This design comes from an exercise in tuning for a short achievable clock period and few clock cycles on the open sky130 flow, not from production work.
Function was checked by simulation only, so behaviour that the tests miss may differ from the original.
Power and IR drop assume default switching activity.

**flow/run.sh**
```bash
#!/bin/bash
# synth_recipe.tcl (not shown) runs the flow's synth.tcl, then flattens the netlist and writes it again
# the make line also repeats each setting of config.mk as NAME=value (left out here)
make -C /OpenROAD-flow-scripts/flow DESIGN_CONFIG=/design/flow/config.mk WORK_HOME=/design/flow/orfs CLKGATE_MAP_FILE= SYNTH_SCRIPT=/design/flow/synth_recipe.tcl finish
```
**flow/config.mk**
```make
export PLATFORM = sky130hd
export DESIGN_NAME = CPU
export DESIGN_NICKNAME = CPU
export VERILOG_FILES = /design/flow/design.v
export SDC_FILE = /design/flow/constraint.sdc
export NUM_CORES = 8
export LEC_CHECK = 0
export CAP_MARGIN = 30
export CORE_MARGIN = 2
export CORE_UTILIZATION = 40
export SLEW_MARGIN = 30
```
**flow/constraint.sdc**
```tcl
create_clock -name core_clock -period 10.0 [get_ports {clk}]
set_input_delay 2.0000 -clock core_clock [delete_from_list [all_inputs] [get_ports {clk}]]
set_output_delay 2.0000 -clock core_clock [all_outputs]
set_load 0.01 [all_outputs]
```
**flow/design.v**
```verilog
`timescale 1ns / 1ps
module ALU (ALUCtrl, Sign, In1, In2, Zero, Result);
    input [4:0] ALUCtrl;
    input Sign;
    input [31:0] In1;
    input [31:0] In2;
    output Zero;
    output reg [31:0] Result;
    assign Zero = (Result == 0);
    wire [1:0] ss;
    wire lt_31;
    wire lt_signed;
    assign ss = {In1[31], In2[31]};
    assign lt_31 = (In1[30:0] < In2[30:0]);
    assign lt_signed = (In1[31] ^ In2[31])? ((ss == 2'b01)? 0: 1): lt_31;
    always @(*) begin
        case (ALUCtrl)
            5'b00000: Result <= In1 & In2;
            5'b00001: Result <= In1 | In2;
            5'b00010: Result <= In1 + In2;
            5'b00110: Result <= In1 - In2;
            5'b00111: Result <= {31'h00000000, Sign? lt_signed: (In1 < In2)};
            5'b01100: Result <= ~(In1 | In2);
            5'b01101: Result <= In1 ^ In2;
            5'b10000: Result <= (In2 << In1[10:6]);
            5'b10001: Result <= (In2 >> In1[10:6]);
            5'b10010: Result <= ({{32{In2[31]}}, In2} >> In1[10:6]);
            default: Result <= 32'h00000000;
        endcase
    end
endmodule
`timescale 1ns / 1ps
module ALUControl(ALUOp, Funct, ALUCtrl, Sign);
    input [3:0] ALUOp;
    input [5:0] Funct;
    output reg [4:0] ALUCtrl;
    output Sign;
    parameter aluAND = 5'b00000;
    parameter aluOR  = 5'b00001;
    parameter aluADD = 5'b00010;
    parameter aluSUB = 5'b00110;
    parameter aluSLT = 5'b00111;
    parameter aluNOR = 5'b01100;
    parameter aluXOR = 5'b01101;
    parameter aluSLL = 5'b10000;
    parameter aluSRL = 5'b10001;
    parameter aluSRA = 5'b10010;
    assign Sign = (ALUOp[2:0] == 3'b001)? ~Funct[0]: ~ALUOp[3];
    reg [4:0] aluFunct;
    always @(*)
        case (Funct)
            6'b00_0000: aluFunct <= aluSLL;
            6'b00_0010: aluFunct <= aluSRL;
            6'b00_0011: aluFunct <= aluSRA;
            6'b10_0000: aluFunct <= aluADD;
            6'b10_0001: aluFunct <= aluADD;
            6'b10_0010: aluFunct <= aluSUB;
            6'b10_0011: aluFunct <= aluSUB;
            6'b10_0100: aluFunct <= aluAND;
            6'b10_0101: aluFunct <= aluOR;
            6'b10_0110: aluFunct <= aluXOR;
            6'b10_0111: aluFunct <= aluNOR;
            6'b10_1010: aluFunct <= aluSLT;
            6'b10_1011: aluFunct <= aluSLT;
            default: aluFunct <= aluADD;
        endcase
    always @(*)
        case (ALUOp[2:0])
            3'b000: ALUCtrl <= aluADD;
            3'b001: ALUCtrl <= aluFunct;
            3'b010: ALUCtrl <= aluAND;
            3'b011: ALUCtrl <= aluOR;
            3'b100: ALUCtrl <= aluXOR;
            3'b101: ALUCtrl <= aluSLT;
            default: ALUCtrl <= aluADD;
        endcase
endmodule
`timescale 1ns / 1ps
module Branch(In1, In2, BranchOp, flag, branch_hazard);
    input [31:0] In1, In2;
    input [2:0] BranchOp;
    input [4:0] flag;
    output reg branch_hazard;
    always @(*)
        begin
            case (BranchOp)
                3'h4:        
                    branch_hazard <= In1 == In2;
                3'h7:        
                    branch_hazard <= ~In1[31] && (| In1);
                3'h6:        
                    branch_hazard <= In1[31] || ~| In1;
                3'h1:        
                    branch_hazard <= (flag == 5'b00001) ? ~In1[31] :
                        (flag == 5'b0) ? In1[31] : 0;
                3'h5:        
                    branch_hazard <= ~(In1 == In2);
                default:
                branch_hazard <= 0;
            endcase
        end
endmodule
`timescale 1ns / 1ps
module Control(OpCode, Funct, ImmSrc, PCSrc, BranchOp, RegDst, ALUSrc,
               ALUOp, ExtOp, RegWrite, MemWrite, MemRead, MemToReg, jump_hazard, is_lb);
    input [5:0] OpCode, Funct;
    output ImmSrc, RegWrite, MemWrite, MemRead, ExtOp, jump_hazard, is_lb;
    output [2:0] ALUSrc, BranchOp;
    output [1:0] PCSrc;
    output [3:0] ALUOp;
    output [1:0] MemToReg, RegDst;
    wire is_R;
    assign is_R = (OpCode == 6'h00);
    assign ImmSrc = ~(OpCode == 6'h0f);
    assign ExtOp = (~is_R && (OpCode != 6'h0c) && (OpCode != 6'h0d) && (OpCode !=6'h0e));
    assign PCSrc = (OpCode == 6'h02 || OpCode == 6'h03)? 2'b01:
                   (OpCode == 6'h00 && (Funct == 6'h08 || Funct == 6'h09))? 2'b10:
                   2'b00;
    assign BranchOp = ((OpCode == 6'h1) || (OpCode == 6'h4) || (OpCode == 6'h5) || (OpCode == 6'h6) || (OpCode == 6'h7)) ? OpCode[2:0]:
                      3'h0;
    assign RegWrite = (~((OpCode == 6'h2b) || (| BranchOp) || (OpCode == 6'h02) || (OpCode == 6'h00 && Funct == 6'h08)));
    assign MemRead = (OpCode == 6'h23 || OpCode == 6'h20);
    assign MemWrite = (OpCode == 6'h2b);
    assign is_lb = (OpCode == 6'h20);
    assign RegDst = (OpCode == 6'h03 || (OpCode == 6'h00 && Funct == 6'h09))? 2'b10:
                    is_R? 2'b01:
                    2'b00;
    assign ALUOp[3] = OpCode[0];
    assign ALUOp[2:0] = (OpCode == 6'h00)? 3'b001:
                        (OpCode == 6'h0c)? 3'b010:
                        (OpCode == 6'h0d)? 3'b011:
                        (OpCode == 6'h0e)? 3'b100:
                        (OpCode == 6'h0a || OpCode == 6'h0b)? 3'b101:
                        3'b000;
    assign ALUSrc[1:0] = (is_R && (Funct == 6'h00 || Funct == 6'h02 || Funct == 6'h03))? 2'b01:
                         (OpCode == 6'h0f)? 2'b10:
                         2'b00;
    assign ALUSrc[2] = ~is_R;
    assign MemToReg = (OpCode == 6'h03 || (OpCode == 6'h00 && Funct == 6'h09))? 2'b10:
                      (OpCode == 6'h23 || OpCode == 6'h20)? 2'b01:
                      2'b00;
    assign jump_hazard = (OpCode == 6'h02) || (OpCode == 6'h03) || (is_R && (Funct == 6'h08 || Funct == 6'h09));
endmodule
`timescale 1ns / 1ps
module DataMem(Address, Mem_data, Read_data, MemRead, is_lb);
    input [31:0] Address, Mem_data;
    input MemRead, is_lb;
    output [31:0] Read_data;
    assign Read_data = (MemRead == 0)? 32'b0:
                       (is_lb && Address[1:0] == 2'b00)? {24'h0, Mem_data[7:0]}:
                       (is_lb && Address[1:0] == 2'b01)? {24'h0, Mem_data[15:8]}:
                       (is_lb && Address[1:0] == 2'b10)? {24'h0, Mem_data[23:16]}:
                       (is_lb && Address[1:0] == 2'b11)? {24'h0, Mem_data[31:24]}:
                       Mem_data;
endmodule
`timescale 1ns / 1ps
module EX_Forward(EX_MEM_Rd, MEM_WB_Rd, EX_MEM_RegWrite, MEM_WB_RegWrite,
                  ID_EX_Rs, ID_EX_Rt, EX_Forward_1, EX_Forward_2);
    input EX_MEM_RegWrite, MEM_WB_RegWrite;
    input [4:0] EX_MEM_Rd, MEM_WB_Rd, ID_EX_Rs, ID_EX_Rt;
    output [1:0] EX_Forward_1, EX_Forward_2;
    assign EX_Forward_1 = (EX_MEM_RegWrite && (EX_MEM_Rd != 5'h0) && (EX_MEM_Rd == ID_EX_Rs))? 2'b01:
                          (MEM_WB_RegWrite && (MEM_WB_Rd != 5'h0) && (MEM_WB_Rd == ID_EX_Rs))? 2'b10:
                          2'b00;
    assign EX_Forward_2 = (EX_MEM_RegWrite && (EX_MEM_Rd != 5'h0) && (EX_MEM_Rd == ID_EX_Rt))? 2'b01:
                          (MEM_WB_RegWrite && (MEM_WB_Rd != 5'h0) && (MEM_WB_Rd == ID_EX_Rt))? 2'b10:
                          2'b00;
endmodule
`timescale 1ns / 1ps
module ID_Forward(EX_MEM_Rd, MEM_WB_Rd, EX_MEM_RegWrite, MEM_WB_RegWrite,
                  IF_ID_Rs, IF_ID_Rt, ID_Forward_1, ID_Forward_2);
    input EX_MEM_RegWrite, MEM_WB_RegWrite;
    input [4:0] EX_MEM_Rd, MEM_WB_Rd, IF_ID_Rs, IF_ID_Rt;
    output [1:0] ID_Forward_1;
    output ID_Forward_2;
    assign ID_Forward_1 = (EX_MEM_RegWrite && (EX_MEM_Rd != 5'h0) && (EX_MEM_Rd == IF_ID_Rs))? 2'b01:
                          (MEM_WB_RegWrite && (MEM_WB_Rd != 5'h0) && (MEM_WB_Rd == IF_ID_Rs))? 2'b10:
                          2'b00;
    assign ID_Forward_2 = (MEM_WB_RegWrite && (MEM_WB_Rd != 5'h0) && (MEM_WB_Rd == IF_ID_Rt));
endmodule
`timescale 1ns / 1ps
module Hazard(reset, branch_hazard, jump_hazard, ID_EX_MemRead,
              ID_EX_Rt, IF_ID_Rs, IF_ID_Rt, PC_Wen, IF_Flush, IF_Wen, ID_Flush,
              IF_ID_is_jr, ID_EX_RegWrite, ID_EX_Rd, EX_MEM_MemRead, EX_MEM_Rd);
    input reset, branch_hazard, jump_hazard, ID_EX_MemRead;
    input [4:0] ID_EX_Rt, IF_ID_Rs, IF_ID_Rt;
    input IF_ID_is_jr, ID_EX_RegWrite, EX_MEM_MemRead;
    input [4:0] ID_EX_Rd, EX_MEM_Rd;
    output PC_Wen, IF_Flush, IF_Wen, ID_Flush;
    wire load_use_hazard;
    assign load_use_hazard = reset? 1'b0: (ID_EX_MemRead && (ID_EX_Rt != 0) && ((ID_EX_Rt == IF_ID_Rs) || (ID_EX_Rt == IF_ID_Rt)));
    wire jr_hazard;
    assign jr_hazard = reset? 1'b0: (IF_ID_is_jr && (IF_ID_Rs != 0) &&
                                     ((ID_EX_RegWrite && (ID_EX_Rd == IF_ID_Rs)) ||
                                      (EX_MEM_MemRead && (EX_MEM_Rd == IF_ID_Rs))));
    wire stall;
    assign stall = load_use_hazard || jr_hazard;
    assign PC_Wen = ~stall || branch_hazard;
    assign IF_Wen = ~stall || branch_hazard;
    assign IF_Flush = reset? 1'b0: (jump_hazard || branch_hazard);
    assign ID_Flush = reset? 1'b0: (branch_hazard || stall);
endmodule
`timescale 1ns / 1ps
module PC(reset, clk, PCWrite, PC_i, PC_o);
    input reset;
    input clk;
    input PCWrite;
    input [31:0] PC_i;
    output reg [31:0] PC_o;
    always @(posedge reset or posedge clk)
    begin
        if (reset) begin
            PC_o <= 32'h00400000;
        end
        else if(PCWrite) begin
            PC_o <= PC_i;
        end 
    end
endmodule
`timescale 1ns / 1ps
module RegisterFile(reset, clk, RegWrite, Read_register1, Read_register2, Write_register, Write_data, Read_data1, Read_data2);
    input reset, clk;
    input RegWrite;
    input [4:0] Read_register1, Read_register2, Write_register;
    input [31:0] Write_data;
    output [31:0] Read_data1, Read_data2;
    reg [31:0] RF_data[31:1];
    assign Read_data1 = (Read_register1 == 5'b00000)? 32'h00000000: RF_data[Read_register1];
    assign Read_data2 = (Read_register2 == 5'b00000)? 32'h00000000: RF_data[Read_register2];
    integer i;
    always @(posedge reset or posedge clk)
        if (reset)
            for (i = 1; i < 32; i = i + 1)
                RF_data[i] <= 32'h00000000;
        else if (RegWrite && (Write_register != 5'b00000))
            RF_data[Write_register] <= Write_data;
endmodule
`timescale 1ns / 1ps
module IF_ID_Reg(reset, clk, wen, Flush, IF_Instuction, IF_PC_plus4, Instruction, PC_plus4);
    input reset, clk, wen, Flush;
    input [31:0] IF_Instuction, IF_PC_plus4;
    output [31:0] Instruction, PC_plus4;
    reg [31:0] Instruction, PC_plus4;
    always @(posedge clk or posedge reset) begin
        if (reset) begin
            Instruction <= 32'h0;
            PC_plus4 <= 32'h0;
        end
        else if (wen) begin
            Instruction <= Flush? 32'h0: IF_Instuction;
            PC_plus4 <= IF_PC_plus4; 
        end
    end
endmodule
`timescale 1ns / 1ps
module ID_EX_Reg(reset, clk, Flush, ID_PC_plus4, ID_Rs_Data, 
                 ID_Rt_Data, ID_Imm, ID_Rs, ID_Rt, ID_Rd, 
                 ID_BranchOp, ID_ALUSrc, ID_ALUOp, ID_RegDst,
                 ID_MemWrite, ID_MemRead, ID_MemToReg, ID_RegWrite, ID_is_lb,
                 PC_plus4, Rs_Data, Rt_Data, Imm, Rs, Rt, Rd, ALUOp, ALUSrc, BranchOp,
                 RegDst, MemToReg, MemWrite, MemRead, RegWrite, is_lb);
    input reset, clk, Flush;
    input [31:0] ID_PC_plus4, ID_Rs_Data, ID_Rt_Data, ID_Imm;
    input [4:0] ID_Rs, ID_Rt, ID_Rd;
    input [3:0] ID_ALUOp;
    input [2:0] ID_ALUSrc, ID_BranchOp;
    input [1:0] ID_RegDst, ID_MemToReg;
    input ID_MemWrite, ID_MemRead, ID_RegWrite, ID_is_lb;
    output [31:0] PC_plus4, Rs_Data, Rt_Data, Imm;
    output [4:0] Rs, Rt, Rd;
    output [3:0] ALUOp;
    output [2:0] ALUSrc, BranchOp;
    output [1:0] RegDst, MemToReg;
    output MemWrite, MemRead, RegWrite, is_lb;
    reg [31:0] PC_plus4, Rs_Data, Rt_Data, Imm;
    reg [4:0] Rs, Rt, Rd;
    reg [3:0] ALUOp;
    reg [2:0] ALUSrc, BranchOp;
    reg [1:0] RegDst, MemToReg;
    reg MemWrite, MemRead, RegWrite, is_lb;
    always @(posedge clk or posedge reset) begin
        if (reset) begin
            PC_plus4 <= 32'h0;
            Rs <= 5'h0;
            Rt <= 5'h0;
            Rd <= 5'h0;
            Rs_Data <= 32'h0;
            Rt_Data <= 32'h0;
            Imm <= 32'h0;
            ALUOp <= 4'h0;
            BranchOp <= 3'h0;
            ALUSrc <= 3'h0;
            RegDst <= 3'h0;
            MemToReg <= 2'h0;
            MemWrite <= 1'b0;
            MemRead <= 1'b0;
            RegWrite <= 1'b0;
            is_lb <= 1'b0;
        end
        else if (Flush) begin
            PC_plus4 <= 32'h0;
            Rs <= 5'h0;
            Rt <= 5'h0;
            Rd <= 5'h0;
            Rs_Data <= 32'h0;
            Rt_Data <= 32'h0;
            Imm <= 32'h0;
            ALUOp <= 4'h0;
            BranchOp <= 3'h0;
            ALUSrc <= 3'h0;
            RegDst <= 3'h0;
            MemToReg <= 2'h0;
            MemWrite <= 1'b0;
            MemRead <= 1'b0;
            RegWrite <= 1'b0;
            is_lb <= 1'b0;
        end
        else begin
            PC_plus4 <= ID_PC_plus4;
            Rs_Data <= ID_Rs_Data;
            Rt_Data <= ID_Rt_Data;
            Imm <= ID_Imm;
            Rs <= ID_Rs;
            Rt <= ID_Rt;
            Rd <= ID_Rd;
            ALUOp <= ID_ALUOp;
            BranchOp <= ID_BranchOp;
            ALUSrc <= ID_ALUSrc;
            RegDst <= ID_RegDst; 
            MemToReg <= ID_MemToReg;
            is_lb <= ID_is_lb;
            MemWrite <= ID_MemWrite;
            MemRead <= ID_MemRead;
            RegWrite <= ID_RegWrite;
        end
    end
endmodule    
`timescale 1ns / 1ps
module EX_MEM_Reg(reset, clk, EX_PC_plus4, EX_ALUOut, EX_Rt_Data, EX_Rd,
                  EX_MemWrite, EX_MemRead, EX_MemToReg, EX_RegWrite, EX_is_lb,
                  PC_plus4, ALUOut, Rt_Data, Rd, MemWrite, MemRead, MemToReg, RegWrite, is_lb);
    input reset, clk;
    input [31:0] EX_PC_plus4, EX_ALUOut, EX_Rt_Data;
    input [4:0] EX_Rd;
    input [1:0] EX_MemToReg;
    input EX_MemWrite, EX_MemRead, EX_RegWrite, EX_is_lb;
    output [31:0] PC_plus4, ALUOut, Rt_Data;
    output [4:0] Rd;
    output [1:0] MemToReg;
    output MemWrite, MemRead, RegWrite, is_lb;
    reg [31:0] PC_plus4, ALUOut, Rt_Data;
    reg [4:0] Rd;
    reg [1:0] MemToReg;
    reg MemWrite, MemRead, RegWrite, is_lb;
    always @(posedge reset or posedge clk) begin
        if (reset) begin
            PC_plus4 <= 32'h0;
            ALUOut <= 32'h0;
            Rt_Data <= 32'h0;
            Rd <= 5'h0;
            MemToReg <= 2'h0;
            MemWrite <= 1'b0;
            MemRead <= 1'b0;
            RegWrite <= 1'b0;
            is_lb <= 1'b0;
        end
        else begin
            PC_plus4 <= EX_PC_plus4;
            ALUOut <= EX_ALUOut;
            Rt_Data <= EX_Rt_Data;
            Rd <= EX_Rd;
            is_lb <= EX_is_lb;
            MemToReg <= EX_MemToReg;
            MemRead <= EX_MemRead;
            MemWrite <= EX_MemWrite;
            RegWrite <= EX_RegWrite;
        end
    end
endmodule
`timescale 1ns / 1ps
module MEM_WB_Reg(reset, clk, MEM_Write_Data, MEM_Rd, MEM_RegWrite, Write_data, Rd, RegWrite);
    input reset, clk;
    input [31:0] MEM_Write_Data;
    input [4:0] MEM_Rd;
    input MEM_RegWrite;
    output [31:0] Write_data;
    output [4:0] Rd;
    output RegWrite;
    reg [31:0] Write_data;
    reg [4:0] Rd;
    reg RegWrite;
    always @(posedge reset or posedge clk) begin
        if (reset) begin
            Write_data <= 32'h0;
            Rd <= 5'h0;
            RegWrite <= 1'b0;
        end
        else begin
            Write_data <= MEM_Write_Data;
            Rd <= MEM_Rd;
            RegWrite <= MEM_RegWrite;
        end
    end
endmodule
`timescale 1ns / 1ps
module CPU(reset, clk, imem_addr, imem_data, dmem_addr, dmem_wdata, dmem_we, dmem_rdata);
    input reset, clk;
    output [31:0] imem_addr;
    input  [31:0] imem_data;
    output [31:0] dmem_addr, dmem_wdata;
    output dmem_we;
    input  [31:0] dmem_rdata;
    wire IF_Wen, IF_Flush, ID_Flush;
    wire [31:0] branch_target, jump_target, jr_target;
    wire [1:0] PCSrc;
    wire branch_hazard;
    wire [31:0] PC_o, PC_next, PC_plus4;
    wire PC_Wen;
    assign PC_plus4 = {PC_o[31], PC_o[30:0] + 31'd4};
    assign PC_next = branch_hazard? branch_target:
                     (PCSrc == 2'b00)? PC_plus4:
                     (PCSrc == 2'b01)? jump_target:
                     (PCSrc == 2'b10)? jr_target:
                     32'h00400000;
    PC pc(.reset(reset), .clk(clk), .PCWrite(PC_Wen), .PC_i(PC_next), .PC_o(PC_o));
    wire [31:0] Instruction;
    assign imem_addr = PC_o;
    assign Instruction = imem_data;
    wire [31:0] if_id_Instruction, if_id_PC_plus4;
    IF_ID_Reg if_id(.reset(reset), .clk(clk), .wen(IF_Wen), .Flush(IF_Flush), .IF_Instuction(Instruction), .IF_PC_plus4(PC_plus4),
                    .Instruction(if_id_Instruction), .PC_plus4(if_id_PC_plus4));
    wire [31:0] id_ex_PC_plus4, id_ex_Rs_Data, id_ex_Rt_Data, id_ex_Imm;
    wire [4:0] id_ex_Rs, id_ex_Rt, id_ex_Rd;
    wire [3:0] id_ex_ALUOp;
    wire [2:0] id_ex_ALUSrc, id_ex_BranchOp;
    wire [1:0] id_ex_RegDst, id_ex_MemToReg;
    wire id_ex_MemWrite, id_ex_MemRead, id_ex_RegWrite, id_ex_is_lb;
    wire [31:0] ex_mem_PC_plus4, ex_mem_ALUOut, ex_mem_Rt_Data;
    wire [4:0] ex_mem_Rd;
    wire [1:0] ex_mem_MemToReg;
    wire ex_mem_MemWrite, ex_mem_MemRead, ex_mem_RegWrite, ex_mem_is_lb;
    wire [31:0] mem_wb_Write_data;
    wire [4:0] mem_wb_Rd;
    wire mem_wb_RegWrite;
    wire [1:0] RegDst, MemToReg;
    wire [2:0] BranchOp, ALUSrc;
    wire [3:0] ALUOp;
    wire ImmSrc, ExtOp, RegWrite, MemWrite, MemRead, jump_hazard, is_lb;
    Control control(.OpCode(if_id_Instruction[31:26]), .Funct(if_id_Instruction[5:0]), .ImmSrc(ImmSrc), .PCSrc(PCSrc),
                    .BranchOp(BranchOp), .RegDst(RegDst), .ALUSrc(ALUSrc), .ALUOp(ALUOp), .ExtOp(ExtOp),
                    .RegWrite(RegWrite), .MemWrite(MemWrite), .MemRead(MemRead), .MemToReg(MemToReg),
                    .jump_hazard(jump_hazard), .is_lb(is_lb));
    wire [4:0] Rd;
    Hazard hazard(.reset(reset), .branch_hazard(branch_hazard), .jump_hazard(jump_hazard), .ID_EX_MemRead(id_ex_MemRead),
                  .ID_EX_Rt(id_ex_Rt), .IF_ID_Rs(if_id_Instruction[25:21]), .IF_ID_Rt(if_id_Instruction[20:16]),
                  .PC_Wen(PC_Wen), .IF_Flush(IF_Flush), .IF_Wen(IF_Wen), .ID_Flush(ID_Flush),
                  .IF_ID_is_jr(PCSrc == 2'b10), .ID_EX_RegWrite(id_ex_RegWrite), .ID_EX_Rd(Rd),
                  .EX_MEM_MemRead(ex_mem_MemRead), .EX_MEM_Rd(ex_mem_Rd));
    wire [31:0] rs_data, rt_data;
    RegisterFile regs(.reset(reset), .clk(clk), .RegWrite(mem_wb_RegWrite), .Read_register1(if_id_Instruction[25:21]),
                      .Read_register2(if_id_Instruction[20:16]), .Write_register(mem_wb_Rd), .Write_data(mem_wb_Write_data),
                      .Read_data1(rs_data), .Read_data2(rt_data));
    wire [31:0] Imm;
    assign Imm = ImmSrc? (ExtOp? {{17{if_id_Instruction[15]}}, if_id_Instruction[14:0]}:
                                 {16'b0, if_id_Instruction[15:0]}):
                                 {if_id_Instruction[15:0], 16'b0};
    assign jump_target = {if_id_PC_plus4[31:28], if_id_Instruction[25:0], 2'b00};
    wire [31:0] ex_mem_Forward_data;
    assign ex_mem_Forward_data = (ex_mem_MemToReg == 2'b10)? ex_mem_PC_plus4: ex_mem_ALUOut;
    wire [1:0] id_forward_1;
    wire id_forward_2;
    ID_Forward id_forward_control(.EX_MEM_Rd(ex_mem_Rd), .MEM_WB_Rd(mem_wb_Rd), .EX_MEM_RegWrite(ex_mem_RegWrite),
                                  .MEM_WB_RegWrite(mem_wb_RegWrite), .IF_ID_Rs(if_id_Instruction[25:21]),
                                  .IF_ID_Rt(if_id_Instruction[20:16]), .ID_Forward_1(id_forward_1), .ID_Forward_2(id_forward_2));
    wire [31:0] rs_data_foward_id, rt_data_foward_id;
    assign rs_data_foward_id = (id_forward_1 == 2'b00)? rs_data:
                               (id_forward_1 == 2'b01)? ex_mem_Forward_data:
                               mem_wb_Write_data;
    assign rt_data_foward_id = id_forward_2? mem_wb_Write_data: rt_data;
    assign jr_target = rs_data_foward_id;
    ID_EX_Reg id_ex(.reset(reset), .clk(clk), .Flush(ID_Flush), .ID_PC_plus4(if_id_PC_plus4), .ID_Rs_Data(rs_data_foward_id),
                    .ID_Rt_Data(rt_data_foward_id), .ID_Imm(Imm), .ID_Rs(if_id_Instruction[25:21]), .ID_Rt(if_id_Instruction[20:16]),
                    .ID_Rd(if_id_Instruction[15:11]), .ID_BranchOp(BranchOp), .ID_ALUSrc(ALUSrc), .ID_ALUOp(ALUOp), .ID_RegDst(RegDst),
                    .ID_MemWrite(MemWrite), .ID_MemRead(MemRead), .ID_MemToReg(MemToReg), .ID_RegWrite(RegWrite), .ID_is_lb(is_lb),
                    .PC_plus4(id_ex_PC_plus4), .Rs_Data(id_ex_Rs_Data), .Rt_Data(id_ex_Rt_Data), .Imm(id_ex_Imm),
                    .Rs(id_ex_Rs), .Rt(id_ex_Rt), .Rd(id_ex_Rd), .ALUOp(id_ex_ALUOp), .ALUSrc(id_ex_ALUSrc),
                    .BranchOp(id_ex_BranchOp), .RegDst(id_ex_RegDst), .MemToReg(id_ex_MemToReg), .MemWrite(id_ex_MemWrite),
                    .MemRead(id_ex_MemRead), .RegWrite(id_ex_RegWrite), .is_lb(id_ex_is_lb));
    wire [4:0] ALUCtrl;
    wire sign;
    ALUControl alu_control(.ALUOp(id_ex_ALUOp), .Funct(id_ex_Imm[5:0]), .ALUCtrl(ALUCtrl), .Sign(sign));
    wire [1:0] ex_forward_1, ex_forward_2;
    EX_Forward ex_forward_control(.EX_MEM_Rd(ex_mem_Rd), .MEM_WB_Rd(mem_wb_Rd), .EX_MEM_RegWrite(ex_mem_RegWrite),
                                  .MEM_WB_RegWrite(mem_wb_RegWrite), .ID_EX_Rs(id_ex_Rs), .ID_EX_Rt(id_ex_Rt),
                                  .EX_Forward_1(ex_forward_1), .EX_Forward_2(ex_forward_2));
    wire [31:0] rs_data_foward_ex, rt_data_foward_ex;
    assign rs_data_foward_ex = (ex_forward_1 == 2'b01)? ex_mem_Forward_data:
                               (ex_forward_1 == 2'b10)? mem_wb_Write_data:
                               id_ex_Rs_Data;
    assign rt_data_foward_ex = (ex_forward_2 == 2'b01)? ex_mem_Forward_data:
                               (ex_forward_2 == 2'b10)? mem_wb_Write_data:
                               id_ex_Rt_Data;
    wire [31:0] alu_src1, alu_src2;
    assign alu_src1 = (id_ex_ALUSrc[1:0] == 2'b01)? id_ex_Imm:
                      (id_ex_ALUSrc[1:0] == 2'b10)? 32'h0:
                      rs_data_foward_ex;
    assign alu_src2 = id_ex_ALUSrc[2]? id_ex_Imm: rt_data_foward_ex;
    wire [31:0] alu_out;
    wire zero;
    ALU alu(.ALUCtrl(ALUCtrl), .Sign(sign), .In1(alu_src1), .In2(alu_src2), .Zero(zero), .Result(alu_out));
    assign branch_target = id_ex_PC_plus4 + {id_ex_Imm[29:0], 2'b00};
    Branch branch(.In1(rs_data_foward_ex), .In2(rt_data_foward_ex), .BranchOp(id_ex_BranchOp), .flag(id_ex_Rt), .branch_hazard(branch_hazard));
    assign Rd = (id_ex_RegDst == 2'b01)? id_ex_Rd:
                (id_ex_RegDst == 2'b10)? 5'd31:
                id_ex_Rt;
    EX_MEM_Reg ex_mem(.reset(reset), .clk(clk), .EX_PC_plus4(id_ex_PC_plus4), .EX_ALUOut(alu_out), .EX_Rt_Data(rt_data_foward_ex),
                      .EX_Rd(Rd), .EX_MemWrite(id_ex_MemWrite), .EX_MemRead(id_ex_MemRead), .EX_MemToReg(id_ex_MemToReg),
                      .EX_RegWrite(id_ex_RegWrite), .EX_is_lb(id_ex_is_lb),
                      .PC_plus4(ex_mem_PC_plus4), .ALUOut(ex_mem_ALUOut), .Rt_Data(ex_mem_Rt_Data), .Rd(ex_mem_Rd),
                      .MemWrite(ex_mem_MemWrite), .MemRead(ex_mem_MemRead), .MemToReg(ex_mem_MemToReg),
                      .RegWrite(ex_mem_RegWrite), .is_lb(ex_mem_is_lb));
    wire [31:0] mem_out, write_data;
    assign write_data = (ex_mem_MemToReg == 2'b10)? ex_mem_PC_plus4:
                        (ex_mem_MemToReg == 2'b01)? mem_out:
                        ex_mem_ALUOut;
    assign dmem_addr = ex_mem_ALUOut;
    assign dmem_wdata = ex_mem_Rt_Data;
    assign dmem_we = ex_mem_MemWrite;
    DataMem data_mem(.Address(ex_mem_ALUOut), .Mem_data(dmem_rdata), .Read_data(mem_out),
                     .MemRead(ex_mem_MemRead), .is_lb(ex_mem_is_lb));
    MEM_WB_Reg mem_wb(.reset(reset), .clk(clk), .MEM_Write_Data(write_data), .MEM_Rd(ex_mem_Rd), .MEM_RegWrite(ex_mem_RegWrite),
                      .Write_data(mem_wb_Write_data), .Rd(mem_wb_Rd), .RegWrite(mem_wb_RegWrite));
endmodule
```
==> impl_metrics.py <==
metrics = {
    "status": {
        "status": "complete, no violations",
    },
    "timing": {
        "tightest_slew_ps": 1200,
        "final.setup.worst_slack_ps": 1480,
        "hold_violations": 0,
        "rsz0062_at_grt": "no",
        "min_period_ps": 8520,
        "finClkSkew_ps": 36.1,
        "finalSetupTns_ps": 0,
        "period_share_pct": 85.2,
        "finalSetupViolCount": 0,
        "slew_headroom_pct": 19.6,
        "fmax_ghz": 0.117,
        "slew_viol_final": 0,
    },
    "power_and_ir_drop": {
        "comb_power_share_pct": 38.1,
        "p_sw_share_pct": 42.9,
        "ir_worst_vdd_v": 0.000175,
        "seqPwrFrac_pct": 39.5,
        "power_frac_clock_pct": 22.4,
        "p_leak_nw": 37.9,
        "p_per_area_nw_per_um2": 311,
        "p_int_mw": 15.9,
        "p_switching_mw": 12.0,
    },
    "global_route": {
        "use_met1_pct": 49.3,
        "track_usage_pct": 41.3,
        "antenna_found_initial": 27,
        "top_usage_layer": "met2",
        "grt_pass1_wl_mm": 580,
        "grt_max_degree": 163,
        "use_met2_pct": 58.8,
        "grtUsageMet3_pct": 14.6,
        "grt_pass1_vias": 70500,
        "grt-ovfl-total": 0,
    },
    "floorplanning": {
        "rows": 162,
        "die_y_um": 448,
        "die_x_um": 448,
        "die_area_sq_um": 201000,
        "pin_count": 163,
        "start_util_pct": 40.4,
        "fp.coreArea_sq_um": 195000,
    },
    "cts": {
        "cts.root.buffer_cell": "clkbuf_16",
        "htreeDepth": 4,
        "cts_buffers": 159,
        "cts_buffer_depth": 3,
        "insertion_delay_ps": 860,
        "cts_resized": 0,
        "cts-hold-fix-buffers": 0,
        "cts_setup_buffers": 0,
        "cts.sinks": 1393,
        "cts_tree": "built",
        "clk_pin_slew_ps": 60,
    },
    "critical_path": {
        "worstPathRequired_ps": 10730,
        "worstPathArrival_ps": 9260,
        "cp_max_fo": 22,
        "crit_type": "flip-flop to flip-flop",
        "crit_path_start_kind": "flip-flop",
        "critPathCaptureType": "flip-flop",
    },
    "detailed_routing": {
        "drtPass1Iterations": 10,
        "vias_per_cell": 7.33,
        "routed_wl_mm": 425,
        "wl_per_cell_um": 42.0,
        "drc": 0,
        "drtAntennaViolNets": 0,
        "drt_iter0_markers": 13500,
        "routed-via-count": 74100,
    },
    "synth": {
        "ys_ff_latch": 1393,
        "synth_area_sq_um": 78900,
        "syn-num-nets": 7622,
        "synthCells": 7414,
        "syn_area_per_cell_sq_um": 10.6,
        "synth_flop_cell": "dfrtp_1",
        "synth-warning-count": 10,
        "synth.distinct_cells": 103,
        "synth_edf_count": 0,
        "async_reset_ff_share_pct": 100,
        "ys_seq_area_share_pct": 44.2,
    },
    "placed_design": {
        "port_buffers": 162,
        "dp_hpwl_mm": 272,
        "gp_congestion": 1.06,
        "place_ws_ps": 1770,
        "placed_area_sq_um": 84300,
    },
    "worst_hold_path": {
        "worstHoldPathType": "flip-flop to flip-flop",
    },
    "flow_run": {
        "maxCapViolCount": 0,
    },
    "cells_and_area": {
        "finalNetCount": 7545,
        "fin_area_sq_um": 89900,
        "final_common_cell": "dfrtp_1",
        "mostFrequentLayoutCells": "1386 x dfrtp_1, 1029 x mux2_2, 444 x a22oi_1",
        "drive_above_1_share_pct": 23.8,
        "area_growth_pct": 14.0,
    },
}
==> cell type report <==
| class | instances | area (sq um) |
|---|---|---|
| fillers | 18200 | 105000 |
| multi-input cells | 5191 | 41600 |
| flip-flops and latches | 1393 | 34900 |
| clock buffers | 224 | 4650 |
| repair buffers | 445 | 4020 |
| well taps | 2624 | 3280 |
| clock inverters | 71 | 868 |
| inverters | 147 | 556 |
| diodes | 22 | 55.1 |
==> metal layers <==
layer | vias up | wire, um
met2 | 6568 | 175000
met3 | 2326 | 55000
li1 | 28300 | -
met4 | 26 | 46600
met5 | - | 309
met1 | 36900 | 148000
==> cell usage after synthesis (all sizes together), types with 146 or more instances <==
| cell type | count | area share (%) |
|---|---|---|
| mux2 | 1058 | 15 |
| a22oi | 444 | 4.2 |
| nand4 | 171 | 1.4 |
| clkbuf | 553 | 2.6 |
| a221oi | 307 | 3.4 |
| mux2i | 252 | 3.2 |
| nand2 | 405 | 1.9 |
| dfrtp | 1392 | 44 |
| inv | 146 | 0.69 |
| o21ai | 251 | 1.6 |
| nor2 | 281 | 1.3 |
| a22o | 231 | 2.6 |
| a21oi | 295 | 1.9 |
==> flip-flops by register name (all words and copies together) (netlist names), 32 cells and up <==
name and count:
ex_mem.ALUOut 32, id_ex.Rt_Data 32, ex_mem.Rt_Data 32, id_ex.Imm 32, regs.RF_data 992, mem_wb.Write_data 32
id_ex.PC_plus4 32, ex_mem.PC_plus4 32, id_ex.Rs_Data 32, pc.PC_o 32, if_id.PC_plus4 32, if_id.Instruction 32
==> metrics by stage <==
| stage | instances | power (mW) | util (%) | hold slack [ps] |
|---|---|---|---|---|
| 2_1_floorplan | 7414 | 16.1 | - | 331 |
| 3_3_place_gp | 9787 | 20.9 | 43.0 | 337 |
| 3_5_place_dp | 9798 | 21.1 | 43.1 | 337 |
| 4_1_cts | 10100 | 27.3 | 45.9 | 351 |
| 5_1_grt | 10100 | 28.7 | 46.0 | 354 |
| 6_report | 10100 | 27.9 | 46.0 | 350 |
==> worst max-delay path: stages, from the launching register on <==
cell	delay [ps]
dfrtp_1	800
nor2b_4	630
mux2_2	500
nor4_1	190
a31oi_1	70
buf_4	190
mux2i_1	580
inv_1	190
ha_1	360
o21ba_2	240
o21ai_0	310
a21oi_1	150
o21ai_0	560
a2111oi_1	200
buf_4	200
o41ai_2	640
a31oi_1	390
o21ai_0	370
o211a_1	210
nor2_1	50
o31ai_1	320
fa_1	230
nand2b_1	100
a311oi_1	90
a2111oi_0	500
nand2_1	90
a211o_1	240
==> power groups by stage <==
stage	registers (mW)	clock network [mW]	logic [mW]
2_1_floorplan	9.69	0	6.44
3_3_place_gp	10.8	0	10.1
3_5_place_dp	10.9	0	10.2
4_1_cts	10.8	6.25	10.2
5_1_grt	11.1	6.48	11.1
6_report	11.0	6.26	10.7
==> worst paths after layout <==
kind	start	endpoint	slack, ps	cells past startpoint
max	ex_mem.MemToReg[1]	ex_mem.ALUOut[0]	1480	26
min	id_ex.MemWrite	ex_mem.MemWrite	350	0
max reg2reg	ex_mem.MemToReg[1]	ex_mem.ALUOut[0]	1480	26
min reg2reg	id_ex.MemWrite	ex_mem.MemWrite	350	0
max in group asynchronous	reset	regs.RF_data[23][31]	6000	4
min in group asynchronous	reset	id_ex.PC_plus4[22]	2470	3
==> cells by family after synthesis <==
| family | Yosys count | synth area share [%] |
|---|---|---|
| AOI/OAI and AO/OA | 2107 | 19.8 |
| and+or+nand+nor | 1482 | 9.48 |
| DFF | 1393 | 44.2 |
| muxes | 1317 | 18.5 |
| buffers and inverters | 830 | 4.17 |
| adders and majority gates | 146 | 2.34 |
| xor gates and xnor gates | 139 | 1.54 |
Testbench counts, summed over its fixed seeds: cycles 426,985.

[afterwards: timing with drivers on the ports]
The flow's constraints put no driver on any port. The routed layout listed below was extracted and timed again, unchanged, in two steps. Step 1, drivers: a clkbuf_16 drives clk and a buf_2 each remaining input, both assumed. Step 2, shift: input delay + t, output delay - t, t = (earliest + latest rising clock arrival at the registers) / 2. This alone moves slack from input paths to output paths. Three values: ideal ports, drivers, drivers and shift; two values: the first two.
t (ns): 0.924
slack for setup (ns): 1.478 / 1.478 / 1.478
hold WS [ns]: 0.350 / 0.350 / 0.350
worst data-port slew with drivers (ns): 0.16
After both steps setup and hold are still met in this run. For this run, drivers alone change the setup slack by 0.000 ns; drivers and shift together by 0.000 ns.
